Background: an optimization exercise with open tools, aiming at small area and a short achievable clock period. Do not read the settings as production practice. Function not checked in this run: the RTL went through the layout flow alone. The clock port is modelled as an ideal driver; clocking choices that lean on that would not hold on a real chip.

==> flow/design.v <==
module IIR (
    input              clk,
    input              rst_n,
    input        [7:0] adc,
    output       [7:0] dac,
    output             adc_clk,
    output             dac_clk
);
reg [3:0] c;
reg       s;
always @(posedge clk or negedge rst_n)
    if (!rst_n) begin c <= 4'd0; s <= 1'b0; end
    else if (c == 4'd11) begin c <= 4'd0; s <= ~s; end
    else c <= c + 4'd1;
assign adc_clk = s;
assign dac_clk = s;
wire en = (c == 4'd11) & ~s;
wire en_n = ~en;
reg [7:0] x1;
reg [9:0] w;    
reg [8:0] y1, y2;
wire [7:0] x1_d;
wire [9:0] w_d;
wire [8:0] y1_d, y2_d;
always @(posedge clk or negedge rst_n)
    if (!rst_n) begin x1 <= 8'd0; w <= 10'd0; y1 <= 9'd0; y2 <= 9'd0; end
    else begin x1 <= x1_d; w <= w_d; y1 <= y1_d; y2 <= y2_d; end
assign dac = y[7:0];
wire n1;
wire n2;
wire n3;
wire n4;
wire n5;
wire n6;
wire n7;
wire n8;
wire n9;
wire n10;
wire s11;
wire c12;
wire s13;
wire c14;
wire s15;
wire c16;
wire s17;
wire c18;
wire s19;
wire c20;
wire s21;
wire c22;
wire s23;
wire c24;
wire s25;
wire c26;
wire s27;
wire c28;
wire s29;
wire c30;
wire s31;
wire c32;
wire s33;
wire c34;
wire s35;
wire c36;
wire s37;
wire c38;
wire s39;
wire c40;
wire s41;
wire c42;
wire s43;
wire c44;
wire s45;
wire c46;
wire s47;
wire c48;
wire s49;
wire c50;
wire s51;
wire c52;
wire s53;
wire c54;
wire s55;
wire c56;
wire s57;
wire c58;
wire s59;
wire c60;
wire s61;
wire c62;
wire s63;
wire c64;
wire s65;
wire c66;
wire s67;
wire c68;
wire s69;
wire c70;
wire s71;
wire c72;
wire s73;
wire c74;
wire n75;
wire n76;
wire s77;
wire c78;
wire s79;
wire c80;
wire s81;
wire c82;
wire s83;
wire c84;
wire s85;
wire c86;
wire s87;
wire c88;
wire s89;
wire c90;
wire s91;
wire c92;
wire s93;
wire c94;
wire s95;
wire c96;
wire s97;
wire c98;
wire s99;
wire c100;
wire s101;
wire c102;
wire s103;
wire c104;
wire s105;
wire c106;
wire s107;
wire c108;
wire s109;
wire c110;
wire s111;
wire c112;
wire s113;
wire c114;
wire s115;
wire c116;
wire s117;
wire c118;
wire s119;
wire c120;
wire s121;
wire c122;
wire s123;
wire c124;
wire s125;
wire c126;
wire s127;
wire c128;
wire s129;
wire c130;
wire s131;
wire c132;
wire n133;
wire n134;
wire s135;
wire c136;
wire s137;
wire c138;
wire s139;
wire c140;
wire s141;
wire c142;
wire s143;
wire c144;
wire s145;
wire c146;
wire s147;
wire c148;
wire s149;
wire c150;
wire n151;
wire n152;
wire s153;
wire c154;
wire s155;
wire c156;
wire s157;
wire c158;
wire s159;
wire c160;
wire s161;
wire c162;
wire s163;
wire c164;
wire s165;
wire c166;
wire s167;
wire c168;
wire s169;
wire c170;
wire s171;
wire c172;
wire s173;
wire c174;
wire s175;
wire c176;
wire s177;
wire c178;
wire s179;
wire c180;
wire s181;
wire c182;
wire s183;
wire c184;
wire n185;
wire n186;
wire s187;
wire c188;
wire s189;
wire c190;
wire s191;
wire c192;
wire s193;
wire c194;
wire s195;
wire c196;
wire s197;
wire c198;
wire s199;
wire c200;
wire s201;
wire c202;
wire s203;
wire c204;
wire s205;
wire c206;
wire s207;
wire c208;
wire s209;
wire c210;
wire s211;
wire c212;
wire s213;
wire c214;
wire s215;
wire c216;
wire s217;
wire c218;
wire s219;
wire c220;
wire s221;
wire c222;
wire n223;
wire n224;
wire s225;
wire c226;
wire s227;
wire c228;
wire s229;
wire c230;
wire s231;
wire c232;
wire s233;
wire c234;
wire s235;
wire c236;
wire s237;
wire c238;
wire s239;
wire c240;
wire s241;
wire c242;
wire s243;
wire c244;
wire s245;
wire c246;
wire s247;
wire c248;
wire s249;
wire c250;
wire s251;
wire c252;
wire s253;
wire c254;
wire s255;
wire c256;
wire s257;
wire c258;
wire s259;
wire c260;
wire s261;
wire c262;
wire s263;
wire c264;
wire s265;
wire c266;
wire s267;
wire c268;
wire s269;
wire c270;
wire s271;
wire c272;
wire s273;
wire c274;
wire s275;
wire c276;
wire s277;
wire c278;
wire n279;
wire n280;
wire n281;
wire n282;
wire n283;
wire n284;
wire n285;
wire n286;
wire n287;
wire n288;
wire n289;
wire n290;
wire n291;
wire n292;
wire n293;
wire n294;
wire n295;
wire n296;
wire n297;
wire n298;
wire n299;
wire n300;
wire n301;
wire n302;
wire n303;
wire n304;
wire n305;
wire n306;
wire n307;
wire n308;
wire n309;
wire s310;
wire c311;
wire s312;
wire c313;
wire s314;
wire c315;
wire s316;
wire c317;
wire s318;
wire c319;
wire s320;
wire c321;
wire s322;
wire c323;
wire s324;
wire c325;
wire [20:0] cg = {1'b0, ~n307, 1'b0, 1'b0, 1'b0, ~n304, ~n301, ~n298, ~n295, ~n293, ~n291, ~n289, ~n287, 1'b0, 1'b0, ~n285, ~n283, ~n281, 1'b0, 1'b0, ~n279};
wire [20:0] ct = {s231, ~n308, s277, s275, s273, ~n305, ~n302, ~n299, ~n296, ~n294, ~n292, ~n290, ~n288, s247, s243, ~n286, ~n284, ~n282, s233, s11, ~n280};
wire [20:0] cx = {s231, n309, s277, s275, s273, n306, n303, n300, n297, 1'b0, 1'b0, 1'b0, 1'b0, s247, s243, 1'b0, 1'b0, 1'b0, s233, s11, 1'b0};
wire [21:0] cc;
assign cc[0] = 1'b0;
wire pg0_1 = cg[1] | (ct[1] & cg[0]);
wire pt0_1 = ct[1] & ct[0];
wire pg0_3 = cg[3] | (ct[3] & cg[2]);
wire pt0_3 = ct[3] & ct[2];
wire pg0_5 = cg[5] | (ct[5] & cg[4]);
wire pt0_5 = ct[5] & ct[4];
wire pg0_7 = cg[7] | (ct[7] & cg[6]);
wire pt0_7 = ct[7] & ct[6];
wire pg0_9 = cg[9] | (ct[9] & cg[8]);
wire pt0_9 = ct[9] & ct[8];
wire pg0_11 = cg[11] | (ct[11] & cg[10]);
wire pt0_11 = ct[11] & ct[10];
wire pg0_13 = cg[13] | (ct[13] & cg[12]);
wire pt0_13 = ct[13] & ct[12];
wire pg0_15 = cg[15] | (ct[15] & cg[14]);
wire pt0_15 = ct[15] & ct[14];
wire pg0_17 = cg[17] | (ct[17] & cg[16]);
wire pt0_17 = ct[17] & ct[16];
wire pg0_19 = cg[19] | (ct[19] & cg[18]);
wire pt0_19 = ct[19] & ct[18];
wire pg1_2 = cg[2] | (ct[2] & pg0_1);
wire pt1_2 = ct[2] & pt0_1;
wire pg1_3 = pg0_3 | (pt0_3 & pg0_1);
wire pt1_3 = pt0_3 & pt0_1;
wire pg1_6 = cg[6] | (ct[6] & pg0_5);
wire pt1_6 = ct[6] & pt0_5;
wire pg1_7 = pg0_7 | (pt0_7 & pg0_5);
wire pt1_7 = pt0_7 & pt0_5;
wire pg1_10 = cg[10] | (ct[10] & pg0_9);
wire pt1_10 = ct[10] & pt0_9;
wire pg1_11 = pg0_11 | (pt0_11 & pg0_9);
wire pt1_11 = pt0_11 & pt0_9;
wire pg1_14 = cg[14] | (ct[14] & pg0_13);
wire pt1_14 = ct[14] & pt0_13;
wire pg1_15 = pg0_15 | (pt0_15 & pg0_13);
wire pt1_15 = pt0_15 & pt0_13;
wire pg1_18 = cg[18] | (ct[18] & pg0_17);
wire pt1_18 = ct[18] & pt0_17;
wire pg1_19 = pg0_19 | (pt0_19 & pg0_17);
wire pt1_19 = pt0_19 & pt0_17;
wire pg2_4 = cg[4] | (ct[4] & pg1_3);
wire pt2_4 = ct[4] & pt1_3;
wire pg2_5 = pg0_5 | (pt0_5 & pg1_3);
wire pt2_5 = pt0_5 & pt1_3;
wire pg2_6 = pg1_6 | (pt1_6 & pg1_3);
wire pt2_6 = pt1_6 & pt1_3;
wire pg2_7 = pg1_7 | (pt1_7 & pg1_3);
wire pt2_7 = pt1_7 & pt1_3;
wire pg2_12 = cg[12] | (ct[12] & pg1_11);
wire pt2_12 = ct[12] & pt1_11;
wire pg2_13 = pg0_13 | (pt0_13 & pg1_11);
wire pt2_13 = pt0_13 & pt1_11;
wire pg2_14 = pg1_14 | (pt1_14 & pg1_11);
wire pt2_14 = pt1_14 & pt1_11;
wire pg2_15 = pg1_15 | (pt1_15 & pg1_11);
wire pt2_15 = pt1_15 & pt1_11;
wire pg2_20 = cg[20] | (ct[20] & pg1_19);
wire pt2_20 = ct[20] & pt1_19;
wire pg3_8 = cg[8] | (ct[8] & pg2_7);
wire pt3_8 = ct[8] & pt2_7;
wire pg3_9 = pg0_9 | (pt0_9 & pg2_7);
wire pt3_9 = pt0_9 & pt2_7;
wire pg3_10 = pg1_10 | (pt1_10 & pg2_7);
wire pt3_10 = pt1_10 & pt2_7;
wire pg3_11 = pg1_11 | (pt1_11 & pg2_7);
wire pt3_11 = pt1_11 & pt2_7;
wire pg3_12 = pg2_12 | (pt2_12 & pg2_7);
wire pt3_12 = pt2_12 & pt2_7;
wire pg3_13 = pg2_13 | (pt2_13 & pg2_7);
wire pt3_13 = pt2_13 & pt2_7;
wire pg3_14 = pg2_14 | (pt2_14 & pg2_7);
wire pt3_14 = pt2_14 & pt2_7;
wire pg3_15 = pg2_15 | (pt2_15 & pg2_7);
wire pt3_15 = pt2_15 & pt2_7;
wire pg4_16 = cg[16] | (ct[16] & pg3_15);
wire pt4_16 = ct[16] & pt3_15;
wire pg4_17 = pg0_17 | (pt0_17 & pg3_15);
wire pt4_17 = pt0_17 & pt3_15;
wire pg4_18 = pg1_18 | (pt1_18 & pg3_15);
wire pt4_18 = pt1_18 & pt3_15;
wire pg4_19 = pg1_19 | (pt1_19 & pg3_15);
wire pt4_19 = pt1_19 & pt3_15;
wire pg4_20 = pg2_20 | (pt2_20 & pg3_15);
wire pt4_20 = pt2_20 & pt3_15;
assign cc[1] = cg[0];
assign cc[2] = pg0_1;
assign cc[3] = pg1_2;
assign cc[4] = pg1_3;
assign cc[5] = pg2_4;
assign cc[6] = pg2_5;
assign cc[7] = pg2_6;
assign cc[8] = pg2_7;
assign cc[9] = pg3_8;
assign cc[10] = pg3_9;
assign cc[11] = pg3_10;
assign cc[12] = pg3_11;
assign cc[13] = pg3_12;
assign cc[14] = pg3_13;
assign cc[15] = pg3_14;
assign cc[16] = pg3_15;
assign cc[17] = pg4_16;
assign cc[18] = pg4_17;
assign cc[19] = pg4_18;
assign cc[20] = pg4_19;
assign cc[21] = pg4_20;
wire [8:0] y = cx[20:12] ^ cc[20:12];
wire [9:0] wn = {c325, s324, s322, s320, s318, s316, s314, s312, s310, x1[0]};
c_inv un1 (.a(y1[8]), .y(n1));
c_inv un2 (.a(y2[0]), .y(n2));
c_inv un3 (.a(y2[1]), .y(n3));
c_inv un4 (.a(y2[2]), .y(n4));
c_inv un5 (.a(y2[3]), .y(n5));
c_inv un6 (.a(y2[4]), .y(n6));
c_inv un7 (.a(y2[5]), .y(n7));
c_inv un8 (.a(y2[6]), .y(n8));
c_inv un9 (.a(y2[7]), .y(n9));
c_inv un10 (.a(y2[8]), .y(n10));
iir_fa us11 (.a(x1[1]), .b(y1[0]), .c(y2[1]), .s(s11), .co(c12));
iir_fa us13 (.a(w[0]), .b(x1[2]), .c(y1[1]), .s(s13), .co(c14));
iir_fa us15 (.a(y2[0]), .b(y2[2]), .c(c12), .s(s15), .co(c16));
iir_fa us17 (.a(w[1]), .b(x1[3]), .c(y1[2]), .s(s17), .co(c18));
iir_fa us19 (.a(y1[0]), .b(y2[1]), .c(y2[3]), .s(s19), .co(c20));
iir_fa us21 (.a(c14), .b(s17), .c(s19), .s(s21), .co(c22));
iir_fa us23 (.a(w[2]), .b(w[0]), .c(x1[4]), .s(s23), .co(c24));
iir_fa us25 (.a(y1[3]), .b(y1[1]), .c(y2[2]), .s(s25), .co(c26));
iir_fa us27 (.a(y2[4]), .b(c18), .c(c20), .s(s27), .co(c28));
iir_fa us29 (.a(s23), .b(s25), .c(c22), .s(s29), .co(c30));
iir_ha us31 (.a(s27), .b(s29), .s(s31), .co(c32));
iir_fa us33 (.a(w[3]), .b(w[1]), .c(x1[5]), .s(s33), .co(c34));
iir_fa us35 (.a(y1[4]), .b(y1[2]), .c(y2[0]), .s(s35), .co(c36));
iir_fa us37 (.a(y2[3]), .b(y2[5]), .c(c24), .s(s37), .co(c38));
iir_fa us39 (.a(c26), .b(s33), .c(s35), .s(s39), .co(c40));
iir_fa us41 (.a(c28), .b(s37), .c(s39), .s(s41), .co(c42));
iir_fa us43 (.a(c30), .b(s41), .c(c32), .s(s43), .co(c44));
iir_fa us45 (.a(w[4]), .b(w[2]), .c(x1[6]), .s(s45), .co(c46));
iir_fa us47 (.a(y1[5]), .b(y1[3]), .c(y1[0]), .s(s47), .co(c48));
iir_fa us49 (.a(y2[0]), .b(y2[1]), .c(y2[4]), .s(s49), .co(c50));
iir_fa us51 (.a(y2[6]), .b(c34), .c(c36), .s(s51), .co(c52));
iir_fa us53 (.a(s45), .b(s47), .c(s49), .s(s53), .co(c54));
iir_fa us55 (.a(c38), .b(c40), .c(s51), .s(s55), .co(c56));
iir_fa us57 (.a(s53), .b(s55), .c(c42), .s(s57), .co(c58));
iir_fa us59 (.a(w[5]), .b(w[3]), .c(x1[7]), .s(s59), .co(c60));
iir_fa us61 (.a(y1[6]), .b(y1[4]), .c(y1[1]), .s(s61), .co(c62));
iir_fa us63 (.a(y2[1]), .b(y2[2]), .c(y2[5]), .s(s63), .co(c64));
iir_fa us65 (.a(y2[7]), .b(c46), .c(c48), .s(s65), .co(c66));
iir_fa us67 (.a(c50), .b(s59), .c(s61), .s(s67), .co(c68));
iir_fa us69 (.a(s63), .b(c52), .c(c54), .s(s69), .co(c70));
iir_fa us71 (.a(s65), .b(s67), .c(c56), .s(s71), .co(c72));
iir_fa us73 (.a(s69), .b(s71), .c(c58), .s(s73), .co(c74));
c_xnor2 un75 (.a(w[6]), .b(w[4]), .y(n75));
c_or2 un76 (.a(w[6]), .b(w[4]), .y(n76));
iir_fa us77 (.a(w[0]), .b(y1[7]), .c(y1[5]), .s(s77), .co(c78));
iir_fa us79 (.a(y1[2]), .b(y2[0]), .c(y2[2]), .s(s79), .co(c80));
iir_fa us81 (.a(y2[3]), .b(y2[6]), .c(n10), .s(s81), .co(c82));
iir_fa us83 (.a(n75), .b(c60), .c(c62), .s(s83), .co(c84));
iir_fa us85 (.a(c64), .b(s77), .c(s79), .s(s85), .co(c86));
iir_fa us87 (.a(s81), .b(c66), .c(c68), .s(s87), .co(c88));
iir_fa us89 (.a(s83), .b(s85), .c(c70), .s(s89), .co(c90));
iir_fa us91 (.a(s87), .b(c72), .c(s89), .s(s91), .co(c92));
iir_ha us93 (.a(c74), .b(s91), .s(s93), .co(c94));
iir_fa us95 (.a(w[7]), .b(w[5]), .c(w[1]), .s(s95), .co(c96));
iir_fa us97 (.a(y1[6]), .b(y1[3]), .c(y1[0]), .s(s97), .co(c98));
iir_fa us99 (.a(y2[1]), .b(y2[3]), .c(y2[4]), .s(s99), .co(c100));
iir_fa us101 (.a(y2[7]), .b(n1), .c(n76), .s(s101), .co(c102));
iir_fa us103 (.a(c78), .b(c80), .c(c82), .s(s103), .co(c104));
iir_fa us105 (.a(s95), .b(s97), .c(s99), .s(s105), .co(c106));
iir_fa us107 (.a(s101), .b(c84), .c(c86), .s(s107), .co(c108));
iir_fa us109 (.a(s103), .b(s105), .c(c88), .s(s109), .co(c110));
iir_fa us111 (.a(s107), .b(c90), .c(s109), .s(s111), .co(c112));
iir_fa us113 (.a(c92), .b(s111), .c(c94), .s(s113), .co(c114));
iir_fa us115 (.a(w[8]), .b(w[6]), .c(w[2]), .s(s115), .co(c116));
iir_fa us117 (.a(y1[7]), .b(y1[4]), .c(y1[1]), .s(s117), .co(c118));
iir_fa us119 (.a(y2[2]), .b(y2[4]), .c(y2[5]), .s(s119), .co(c120));
iir_fa us121 (.a(n10), .b(c96), .c(c98), .s(s121), .co(c122));
iir_fa us123 (.a(c100), .b(s115), .c(s117), .s(s123), .co(c124));
iir_fa us125 (.a(s119), .b(c102), .c(c104), .s(s125), .co(c126));
iir_fa us127 (.a(c106), .b(s121), .c(s123), .s(s127), .co(c128));
iir_fa us129 (.a(c108), .b(s125), .c(s127), .s(s129), .co(c130));
iir_fa us131 (.a(c110), .b(s129), .c(c112), .s(s131), .co(c132));
c_xnor2 un133 (.a(w[9]), .b(w[7]), .y(n133));
c_or2 un134 (.a(w[9]), .b(w[7]), .y(n134));
iir_fa us135 (.a(w[3]), .b(y1[5]), .c(y1[2]), .s(s135), .co(c136));
iir_fa us137 (.a(y2[3]), .b(y2[5]), .c(y2[6]), .s(s137), .co(c138));
iir_fa us139 (.a(n1), .b(n2), .c(n133), .s(s139), .co(c140));
iir_fa us141 (.a(c116), .b(c118), .c(c120), .s(s141), .co(c142));
iir_fa us143 (.a(s135), .b(s137), .c(s139), .s(s143), .co(c144));
iir_fa us145 (.a(c122), .b(c124), .c(s141), .s(s145), .co(c146));
iir_fa us147 (.a(s143), .b(c126), .c(s145), .s(s147), .co(c148));
iir_fa us149 (.a(c128), .b(c130), .c(s147), .s(s149), .co(c150));
c_xnor2 un151 (.a(w[8]), .b(w[4]), .y(n151));
c_or2 un152 (.a(w[8]), .b(w[4]), .y(n152));
iir_fa us153 (.a(y1[6]), .b(y1[3]), .c(y1[0]), .s(s153), .co(c154));
iir_fa us155 (.a(y2[4]), .b(y2[6]), .c(y2[7]), .s(s155), .co(c156));
iir_fa us157 (.a(n3), .b(n151), .c(n134), .s(s157), .co(c158));
iir_fa us159 (.a(c136), .b(c138), .c(s153), .s(s159), .co(c160));
iir_fa us161 (.a(s155), .b(c140), .c(s157), .s(s161), .co(c162));
iir_fa us163 (.a(c142), .b(s159), .c(c144), .s(s163), .co(c164));
iir_fa us165 (.a(s161), .b(c146), .c(s163), .s(s165), .co(c166));
iir_fa us167 (.a(c148), .b(s165), .c(c150), .s(s167), .co(c168));
iir_fa us169 (.a(w[9]), .b(w[5]), .c(y1[7]), .s(s169), .co(c170));
iir_fa us171 (.a(y1[4]), .b(y1[1]), .c(y2[5]), .s(s171), .co(c172));
iir_fa us173 (.a(y2[7]), .b(n4), .c(n10), .s(s173), .co(c174));
iir_fa us175 (.a(n152), .b(c154), .c(c156), .s(s175), .co(c176));
iir_fa us177 (.a(s169), .b(s171), .c(s173), .s(s177), .co(c178));
iir_fa us179 (.a(c158), .b(c160), .c(s175), .s(s179), .co(c180));
iir_fa us181 (.a(s177), .b(c162), .c(s179), .s(s181), .co(c182));
iir_fa us183 (.a(c164), .b(s181), .c(c166), .s(s183), .co(c184));
c_xnor2 un185 (.a(w[6]), .b(y1[5]), .y(n185));
c_or2 un186 (.a(w[6]), .b(y1[5]), .y(n186));
iir_fa us187 (.a(y1[2]), .b(y2[6]), .c(n1), .s(s187), .co(c188));
iir_fa us189 (.a(n5), .b(n10), .c(n185), .s(s189), .co(c190));
iir_fa us191 (.a(c170), .b(c172), .c(c174), .s(s191), .co(c192));
iir_fa us193 (.a(s187), .b(s189), .c(c176), .s(s193), .co(c194));
iir_fa us195 (.a(c178), .b(s191), .c(s193), .s(s195), .co(c196));
iir_fa us197 (.a(c180), .b(c182), .c(s195), .s(s197), .co(c198));
iir_fa us199 (.a(w[7]), .b(y1[6]), .c(y1[3]), .s(s199), .co(c200));
iir_fa us201 (.a(y2[7]), .b(n6), .c(n186), .s(s201), .co(c202));
iir_fa us203 (.a(c188), .b(s199), .c(c190), .s(s203), .co(c204));
iir_fa us205 (.a(s201), .b(c192), .c(s203), .s(s205), .co(c206));
iir_fa us207 (.a(c194), .b(s205), .c(c196), .s(s207), .co(c208));
iir_fa us209 (.a(w[8]), .b(y1[7]), .c(y1[4]), .s(s209), .co(c210));
iir_fa us211 (.a(n7), .b(n10), .c(c200), .s(s211), .co(c212));
iir_fa us213 (.a(s209), .b(c202), .c(s211), .s(s213), .co(c214));
iir_fa us215 (.a(c204), .b(s213), .c(c206), .s(s215), .co(c216));
iir_fa us217 (.a(w[9]), .b(y1[5]), .c(n1), .s(s217), .co(c218));
iir_fa us219 (.a(n8), .b(c210), .c(s217), .s(s219), .co(c220));
iir_fa us221 (.a(c212), .b(s219), .c(c214), .s(s221), .co(c222));
c_xnor2 un223 (.a(y1[6]), .b(n9), .y(n223));
c_or2 un224 (.a(y1[6]), .b(n9), .y(n224));
iir_fa us225 (.a(n223), .b(c218), .c(c220), .s(s225), .co(c226));
iir_fa us227 (.a(y1[7]), .b(y2[8]), .c(n224), .s(s227), .co(c228));
iir_ha us229 (.a(s227), .b(c226), .s(s229), .co(c230));
iir_fa us231 (.a(n1), .b(c228), .c(c230), .s(s231), .co(c232));
iir_fa us233 (.a(s13), .b(s15), .c(adc[0]), .s(s233), .co(c234));
iir_fa us235 (.a(c16), .b(s21), .c(adc[1]), .s(s235), .co(c236));
iir_fa us237 (.a(s31), .b(adc[2]), .c(adc[0]), .s(s237), .co(c238));
iir_fa us239 (.a(s43), .b(adc[3]), .c(adc[1]), .s(s239), .co(c240));
iir_fa us241 (.a(s57), .b(c44), .c(adc[4]), .s(s241), .co(c242));
iir_fa us243 (.a(adc[2]), .b(c240), .c(s241), .s(s243), .co(c244));
iir_fa us245 (.a(s73), .b(adc[5]), .c(adc[3]), .s(s245), .co(c246));
iir_fa us247 (.a(c242), .b(s245), .c(c244), .s(s247), .co(c248));
iir_fa us249 (.a(adc[6]), .b(adc[4]), .c(adc[0]), .s(s249), .co(c250));
iir_fa us251 (.a(s93), .b(c246), .c(s249), .s(s251), .co(c252));
iir_fa us253 (.a(adc[7]), .b(adc[5]), .c(adc[1]), .s(s253), .co(c254));
iir_fa us255 (.a(c250), .b(s253), .c(s113), .s(s255), .co(c256));
iir_fa us257 (.a(adc[6]), .b(adc[2]), .c(s131), .s(s257), .co(c258));
iir_fa us259 (.a(c254), .b(c114), .c(s257), .s(s259), .co(c260));
iir_fa us261 (.a(s149), .b(adc[7]), .c(adc[3]), .s(s261), .co(c262));
iir_fa us263 (.a(c132), .b(s261), .c(c258), .s(s263), .co(c264));
iir_fa us265 (.a(adc[4]), .b(s167), .c(c262), .s(s265), .co(c266));
iir_fa us267 (.a(adc[5]), .b(s183), .c(c168), .s(s267), .co(c268));
iir_fa us269 (.a(s197), .b(c184), .c(adc[6]), .s(s269), .co(c270));
iir_fa us271 (.a(c198), .b(s207), .c(adc[7]), .s(s271), .co(c272));
iir_fa us273 (.a(s215), .b(c208), .c(c272), .s(s273), .co(c274));
iir_fa us275 (.a(s221), .b(c216), .c(c274), .s(s275), .co(c276));
iir_fa us277 (.a(s225), .b(c222), .c(c276), .s(s277), .co(c278));
c_nand2 un279 (.a(x1[0]), .b(y2[0]), .y(n279));
c_nor2 un280 (.a(x1[0]), .b(y2[0]), .y(n280));
c_nand2 un281 (.a(c234), .b(s235), .y(n281));
c_nor2 un282 (.a(c234), .b(s235), .y(n282));
c_nand2 un283 (.a(c236), .b(s237), .y(n283));
c_nor2 un284 (.a(c236), .b(s237), .y(n284));
c_nand2 un285 (.a(c238), .b(s239), .y(n285));
c_nor2 un286 (.a(c238), .b(s239), .y(n286));
c_nand2 un287 (.a(c248), .b(s251), .y(n287));
c_nor2 un288 (.a(c248), .b(s251), .y(n288));
c_nand2 un289 (.a(c252), .b(s255), .y(n289));
c_nor2 un290 (.a(c252), .b(s255), .y(n290));
c_nand2 un291 (.a(c256), .b(s259), .y(n291));
c_nor2 un292 (.a(c256), .b(s259), .y(n292));
c_nand2 un293 (.a(c260), .b(s263), .y(n293));
c_nor2 un294 (.a(c260), .b(s263), .y(n294));
c_nand2 un295 (.a(c264), .b(s265), .y(n295));
c_nor2 un296 (.a(c264), .b(s265), .y(n296));
c_xor2 un297 (.a(c264), .b(s265), .y(n297));
c_nand2 un298 (.a(c266), .b(s267), .y(n298));
c_nor2 un299 (.a(c266), .b(s267), .y(n299));
c_xor2 un300 (.a(c266), .b(s267), .y(n300));
c_nand2 un301 (.a(c268), .b(s269), .y(n301));
c_nor2 un302 (.a(c268), .b(s269), .y(n302));
c_xor2 un303 (.a(c268), .b(s269), .y(n303));
c_nand2 un304 (.a(c270), .b(s271), .y(n304));
c_nor2 un305 (.a(c270), .b(s271), .y(n305));
c_xor2 un306 (.a(c270), .b(s271), .y(n306));
c_nand2 un307 (.a(s229), .b(c278), .y(n307));
c_nor2 un308 (.a(s229), .b(c278), .y(n308));
c_xor2 un309 (.a(s229), .b(c278), .y(n309));
iir_ha us310 (.a(adc[0]), .b(x1[1]), .s(s310), .co(c311));
iir_fa us312 (.a(adc[1]), .b(x1[2]), .c(c311), .s(s312), .co(c313));
iir_fa us314 (.a(adc[2]), .b(x1[3]), .c(c313), .s(s314), .co(c315));
iir_fa us316 (.a(adc[3]), .b(x1[4]), .c(c315), .s(s316), .co(c317));
iir_fa us318 (.a(adc[4]), .b(x1[5]), .c(c317), .s(s318), .co(c319));
iir_fa us320 (.a(adc[5]), .b(x1[6]), .c(c319), .s(s320), .co(c321));
iir_fa us322 (.a(adc[6]), .b(x1[7]), .c(c321), .s(s322), .co(c323));
iir_ha us324 (.a(adc[7]), .b(c323), .s(s324), .co(c325));
c_ao22 ux1_d0 (.s(en), .sn(en_n), .d(adc[0]), .q(x1[0]), .y(x1_d[0]));
c_ao22 ux1_d1 (.s(en), .sn(en_n), .d(adc[1]), .q(x1[1]), .y(x1_d[1]));
c_ao22 ux1_d2 (.s(en), .sn(en_n), .d(adc[2]), .q(x1[2]), .y(x1_d[2]));
c_ao22 ux1_d3 (.s(en), .sn(en_n), .d(adc[3]), .q(x1[3]), .y(x1_d[3]));
c_ao22 ux1_d4 (.s(en), .sn(en_n), .d(adc[4]), .q(x1[4]), .y(x1_d[4]));
c_ao22 ux1_d5 (.s(en), .sn(en_n), .d(adc[5]), .q(x1[5]), .y(x1_d[5]));
c_ao22 ux1_d6 (.s(en), .sn(en_n), .d(adc[6]), .q(x1[6]), .y(x1_d[6]));
c_ao22 ux1_d7 (.s(en), .sn(en_n), .d(adc[7]), .q(x1[7]), .y(x1_d[7]));
c_ao22 uw_d0 (.s(en), .sn(en_n), .d(wn[0]), .q(w[0]), .y(w_d[0]));
c_ao22 uw_d1 (.s(en), .sn(en_n), .d(wn[1]), .q(w[1]), .y(w_d[1]));
c_ao22 uw_d2 (.s(en), .sn(en_n), .d(wn[2]), .q(w[2]), .y(w_d[2]));
c_ao22 uw_d3 (.s(en), .sn(en_n), .d(wn[3]), .q(w[3]), .y(w_d[3]));
c_ao22 uw_d4 (.s(en), .sn(en_n), .d(wn[4]), .q(w[4]), .y(w_d[4]));
c_ao22 uw_d5 (.s(en), .sn(en_n), .d(wn[5]), .q(w[5]), .y(w_d[5]));
c_ao22 uw_d6 (.s(en), .sn(en_n), .d(wn[6]), .q(w[6]), .y(w_d[6]));
c_ao22 uw_d7 (.s(en), .sn(en_n), .d(wn[7]), .q(w[7]), .y(w_d[7]));
c_ao22 uw_d8 (.s(en), .sn(en_n), .d(wn[8]), .q(w[8]), .y(w_d[8]));
c_ao22 uw_d9 (.s(en), .sn(en_n), .d(wn[9]), .q(w[9]), .y(w_d[9]));
c_ao22 uy1_d0 (.s(en), .sn(en_n), .d(y[0]), .q(y1[0]), .y(y1_d[0]));
c_ao22 uy1_d1 (.s(en), .sn(en_n), .d(y[1]), .q(y1[1]), .y(y1_d[1]));
c_ao22 uy1_d2 (.s(en), .sn(en_n), .d(y[2]), .q(y1[2]), .y(y1_d[2]));
c_ao22 uy1_d3 (.s(en), .sn(en_n), .d(y[3]), .q(y1[3]), .y(y1_d[3]));
c_ao22 uy1_d4 (.s(en), .sn(en_n), .d(y[4]), .q(y1[4]), .y(y1_d[4]));
c_ao22 uy1_d5 (.s(en), .sn(en_n), .d(y[5]), .q(y1[5]), .y(y1_d[5]));
c_ao22 uy1_d6 (.s(en), .sn(en_n), .d(y[6]), .q(y1[6]), .y(y1_d[6]));
c_ao22 uy1_d7 (.s(en), .sn(en_n), .d(y[7]), .q(y1[7]), .y(y1_d[7]));
c_ao22 uy1_d8 (.s(en), .sn(en_n), .d(y[8]), .q(y1[8]), .y(y1_d[8]));
c_ao22 uy2_d0 (.s(en), .sn(en_n), .d(y1[0]), .q(y2[0]), .y(y2_d[0]));
c_ao22 uy2_d1 (.s(en), .sn(en_n), .d(y1[1]), .q(y2[1]), .y(y2_d[1]));
c_ao22 uy2_d2 (.s(en), .sn(en_n), .d(y1[2]), .q(y2[2]), .y(y2_d[2]));
c_ao22 uy2_d3 (.s(en), .sn(en_n), .d(y1[3]), .q(y2[3]), .y(y2_d[3]));
c_ao22 uy2_d4 (.s(en), .sn(en_n), .d(y1[4]), .q(y2[4]), .y(y2_d[4]));
c_ao22 uy2_d5 (.s(en), .sn(en_n), .d(y1[5]), .q(y2[5]), .y(y2_d[5]));
c_ao22 uy2_d6 (.s(en), .sn(en_n), .d(y1[6]), .q(y2[6]), .y(y2_d[6]));
c_ao22 uy2_d7 (.s(en), .sn(en_n), .d(y1[7]), .q(y2[7]), .y(y2_d[7]));
c_ao22 uy2_d8 (.s(en), .sn(en_n), .d(y1[8]), .q(y2[8]), .y(y2_d[8]));
endmodule
module iir_fa (input a, input b, input c, output s, output co);
assign s = a ^ b ^ c;
assign co = (a & b) | (a & c) | (b & c);
endmodule
module iir_ha (input a, input b, output s, output co);
assign s = a ^ b;
assign co = a & b;
endmodule
module c_ao22 (input s, input sn, input d, input q, output y);
assign y = (s & d) | (sn & q);
endmodule
module c_inv (input a, output y);
assign y = ~a;
endmodule
module c_nand2 (input a, input b, output y);
assign y = ~(a & b);
endmodule
module c_nor2 (input a, input b, output y);
assign y = ~(a | b);
endmodule
module c_or2 (input a, input b, output y);
assign y = a | b;
endmodule
module c_xnor2 (input a, input b, output y);
assign y = ~(a ^ b);
endmodule
module c_xor2 (input a, input b, output y);
assign y = a ^ b;
endmodule
==> flow/flow/run.sh <==
#!/bin/bash
# The standard layout (standard.sh: ORFS, synthesis to final layout), with
# these changes:
#  - the ports get plain buffers (buf_2) instead of the delay cells that
#    buffer_ports picks by default, and the reset port, which drives every
#    flip-flop, a buf_8 (flow/pre_resize.tcl, before repair_design);
#  - the clock port drives three clkbuf_8, each of which drives the registers
#    of one third of the core (flow/pre_cts.tcl), instead of a five-buffer
#    tree with dummy loads.
# standard.sh's output goes to standard.log, ORFS's logs to orfs/logs/.
set -o pipefail
HERE=$(pwd)
cp standard.sh standard_sh.txt
export BUFFER_PORTS_ARGS="-buffer_cell sky130_fd_sc_hd__buf_2"
export PRE_RESIZE_TCL=$HERE/flow/pre_resize.tcl
export PRE_CTS_TCL=$HERE/flow/pre_cts.tcl
export CTS_ARGS="-clk_nets clk -repair_clock_nets -dont_use_dummy_load -buf_list sky130_fd_sc_hd__clkbuf_8"
bash standard.sh > standard.log 2>&1
==> flow/flow/pre_cts.tcl <==
# The clock port drives NBUF clock buffers (clkbuf_8) directly; each drives the
# registers of one vertical strip of the core and sits at their centre.
# clock_tree_synthesis is then run on the port net only.
set NBUF 3
set block [ord::get_db_block]
set dbu [$block getDbUnitsPerMicron]
set regs {}
foreach oi [$block getInsts] {
  if {[string match "*__df*" [[$oi getMaster] getName]]} {
    lassign [$oi getLocation] x y
    lappend regs [list $x $y [$oi getName]]
  }
}
set regs [lsort -integer -index 0 $regs]
set n [llength $regs]
for {set k 0} {$k < $NBUF} {incr k} {
  set lo [expr {$k * $n / $NBUF}]
  set hi [expr {($k + 1) * $n / $NBUF - 1}]
  set grp [lrange $regs $lo $hi]
  set sx 0; set sy 0; set pins {}
  foreach r $grp {
    lassign $r x y name
    set sx [expr {$sx + $x}]; set sy [expr {$sy + $y}]
    lappend pins [get_pins -of_objects [get_cells $name] -filter "name == CLK"]
  }
  set m [llength $grp]
  set cx [expr {double($sx) / $m / $dbu}]
  set cy [expr {double($sy) / $m / $dbu}]
  puts "pre_cts: clock buffer $k drives $m registers, at $cx $cy"
  insert_buffer -buffer_cell sky130_fd_sc_hd__clkbuf_8 -net clk -load_pins $pins \
    -buffer_name clkbuf_$k -net_name clk_$k -location [list $cx $cy]
}
==> flow/flow/pre_resize.tcl <==
# The reset input drives every flip-flop: give its port buffer more drive
# (buf_8) instead of leaving repair_design to add a second buffer for slew.
set rst_net [get_nets rst_n]
foreach pin [get_pins -of_objects $rst_net] {
  set inst [get_cells -of_objects $pin]
  if {[get_property $inst ref_name] eq "sky130_fd_sc_hd__buf_2"} {
    puts "pre_resize: [get_full_name $inst] -> sky130_fd_sc_hd__buf_8"
    replace_cell $inst sky130_fd_sc_hd__buf_8
  }
}
==> flow/standard.sh <==
#!/bin/bash
# synth_recipe.tcl (not shown) runs the flow's synth.tcl, then flattens the netlist and writes it again
# the make line also repeats each setting of config.mk as NAME=value (left out here)
make -C /OpenROAD-flow-scripts/flow DESIGN_CONFIG=/design/flow/config.mk WORK_HOME=/design/flow/orfs CLKGATE_MAP_FILE= SYNTH_SCRIPT=/design/flow/synth_recipe.tcl "${@:-finish}"
==> flow/config.mk <==
export PLATFORM = sky130hd
export DESIGN_NAME = IIR
export DESIGN_NICKNAME = IIR
export VERILOG_FILES = /design/flow/design.v
export SDC_FILE = /design/flow/constraint.sdc
export NUM_CORES = 4
export LEC_CHECK = 0
export CAP_MARGIN = 20
export CORE_MARGIN = 2
export CORE_UTILIZATION = 40
export SLEW_MARGIN = 20
export SYNTH_HIERARCHICAL = 1
export SYNTH_MINIMUM_KEEP_SIZE = 0
==> flow/constraint.sdc <==
create_clock -name core_clock -period 17.0 [get_ports {clk}]
set_input_delay 3.4000 -clock core_clock [delete_from_list [all_inputs] [get_ports {clk}]]
set_output_delay 3.4000 -clock core_clock [all_outputs]
set_load 0.01 [all_outputs]
==> notes.md <==
Core Rows=39; f_max=around 110 MHz; area grow syn2layout=5.77%; status=timing/DRC/antenna clean; worst reg2reg path depth=16; hold crit path type=flip-flop to flip-flop; CP Cell Sequence=buf_2, fa_1, fa_1, fa_1, nor2_1, nor2_1, nand4_1, a31o_1, a21o_1, nand2_1, ha_1, xor2_1, buf_2; Core ar.=11500 µm²; grt ovf=0; final net count=between 400 and 500; slew of the pin with the lowest slew margin=roughly 570 ps; number of global-route vias before repair=approximately 3.2k; Yosys cell types=27; Hold Path Stages=1; synthesized area=about 4700 µm²; met2 WL=about 5.4 mm; post-synth top area share=a little under three fifths; final setup violation count=0; Seq cells post-synth=41; RSZ-0062 raised after global routing=no; WP data arrival=slightly above 6000 ps; uppermost layer routed=met4; met3 routed WL=between 400 and 500 µm; postcts setup bufs=0; CP most frequent cell=fa_1; share of cells above drive strength 1=roughly 7.5%; relative slew slack=61.9%; CP endpoint kind=output pin; Resize count post-CTS=0; crit path max fanout=5; Synth Warn #=7; DIE WIDTH=113 µm; first-pass GRT wire length=17.9 mm; Routed WL=roughly 11 mm; global placement routability congestion=0.971; CP required=13600 ps; Setup TNS=0 ps; DRC violations left=0; Hold Buf Count CTS=0; Avg Inst Size Synth=14.2 µm²; ANT nets after route=0; fin. max-slew vios=0; DP HPWL=approximately 8.6 mm; hold path startpoint=c[0]$_DFF_PN0_; reg2reg setup slack=between 10000 and 15000 ps; Clock Pin Slew Worst Setup and Hold Paths=roughly 90 ps; clk_skew=slightly below 10 ps; Overall Global Routing Usage=18.3%; synth cell count leaders=fa_1, dfrtp_1, a22o_1; max incr delay on CP=between 400 and 500 ps; top-count cell post-synth=fa_1; First-pass DRT Iterations=4; Max Cap Viol=0; Initial Utilization=about two fifths; worst r2r src=y1[4]$_DFF_PN0_; predominant post-synthesis flop cell=dfrtp_1; asr flop ratio synth=100%; CP max stage cell=fa_1; Syn Nets=481; ANT cells=0; DRT met1 WL=between 4 and 5 mm; via count=2728; initial antenna violation count=0; Setup CP Type=primary input to output pin; reg2reg end=y1[8]$_DFF_PN0_; starting DRC count in detailed routing=143; Clk Latency, worst-skew pair=160 ps; cell taking the most area after synthesis=fa_1; EDFF count, synth=0; Post-Syn Instances=332; IO Pins=20; via/cell ratio=between 5 and 6; Startpoint Class=primary input; ranking of synthesized cells by area=fa_1, dfrtp_1, a22o_1; Die ar.=between 10000 and 15000 µm²; Hold EP=c[0]$_DFF_PN0_; Seq/Total Area, Yosys=a little over a fifth; die height=approximately 110 µm; WL/cell=22.0 µm; PortBufs=19; fin crit share=55.6%; largest net degree at the start of global routing=42; Hold Fails Final Rpt=0; minimum clock period after layout=around 9500 ps
-- through the flow --
stage	instances	setup slack, ps	util [%]	hold WS, ps	cell area (µm²)
final	490	7540	43.6	470	5000
after global routing	490	7330	43.6	492	5000
after CTS	490	7530	43.6	458	5000
after detailed placement	487	7530	43.3	457	4960
after global placement	487	7590	43.2	448	4950
after floorplan	332	7900	-	431	4730
-- modules after synthesis, one instance, submodules excluded, a selection --
module | flip-flops and latches | copies in the design
iir_fa | 0 | 132
c_xnor2 | 0 | 5
c_xor2 | 0 | 5
c_ao22 | 0 | 36
c_or2 | 0 | 5
c_inv | 0 | 10
c_nor2 | 0 | 12
c_nand2 | 0 | 13
-- flip-flops by register name, indices dropped and copies added, names as in the netlist --
register	count
c	4
s	1
w	10
x1	8
y1	9
y2	9
-- critical path, delay by kind of cell --
kind / cells / cell delay, ps
buf+inv: 2 / 340
compound gates: 2 / 400
fa+ha+maj: 4 / 1440
xor+xnor: 1 / 160
simple gates: 4 / 310
-- routing by layer --
| layer | up-vias | GRT usage [%] |
|---|---|---|
| li1 | 1123 | - |
| met1 | 1518 | 26.8 |
| met2 | 69 | 30.9 |
| met3 | 18 | 1.39 |
| met4 | 0 | 3.17 |
| met5 | - | 0 |
-- how the worst max path moves through the flow --
stage,slack [ps],startpoint,to
floorplan,7900,adc[4],dac[5]
global placement,7590,adc[4],dac[5]
global route,7330,adc[4],dac[5]
CTS,7530,adc[4],dac[5]
detailed placement,7530,adc[4],dac[5]
finish,7540,adc[4],dac[5]
-- logic make-up (layout without fill, tap and decap cells) --
logic type / after synthesis / after routing / synth area share (%)
multiplexers: 1 / 1 / 0.238
AO/OA/AOI/OAI: 55 / 55 / 8.89
flip-flops: 41 / 41 / 21.7
XOR/XNOR: 19 / 19 / 3.52
adder cells (fa/ha/maj): 139 / 139 / 57.7
AND/OR/NAND/NOR: 56 / 56 / 5.58
buffers and inverters: 21 / 36 / 2.38
-- area by class of cell, without the clock buffers --
| cell class | count | area, µm² |
|---|---|---|
| fillers | 1062 | 6460 |
| inverters | 12 | 45.0 |
| multi-input cells | 270 | 3590 |
| flip-flops and latches | 41 | 1030 |
| well taps | 143 | 179 |
| repair buffers | 21 | 120 |
-- cells in the final DEF, fill, tap and decap left out --
cell type,n
nand3_1,2
nand2_1,22
nand3b_1,2
clkbuf_8,3
mux2_2,1
ha_1,7
nor2_1,17
o21ai_1,5
fa_1,132
nand2b_1,2
o22ai_1,1
xor2_1,10
a21o_1,1
buf_2,18
a21oi_1,6
o21ai_0,4
nor2b_1,1
a22o_1,36
nor4b_2,1
nand4_1,1
xnor2_1,9
and2_1,1
inv_1,12
nand4b_1,1
or2_1,6
a31o_1,1
o21a_1,1
dfrtp_1,41
buf_4,2
buf_8,1

afterwards: timing with drivers on the ports:
No port has a modelled driver above. Below, the same layout with a new extraction and two added sets of constraints.
Step 1, drivers: a clkbuf_16 drives clk and a buf_2 each remaining input, both assumed.
Step 2 moves the port delays by t, midway between the first and last clock arrival at a register: inputs arrive t later, outputs are due t later. That takes back most of the time a late clock gives input paths.
Three values: no drivers, after step 1, after step 2; two values: the first two.
shift t [ns]: 0.207
setup WS [ns]: 7.540 / 7.508 / 7.508
latest minus earliest clock arrival (ns): 0.009 / 0.010
worst register clock-pin slew, ns: 0.10 / 0.10
After both steps setup and hold are still met in this run. For this run, drivers alone change the setup slack by -0.032 ns; drivers and shift together by -0.032 ns.
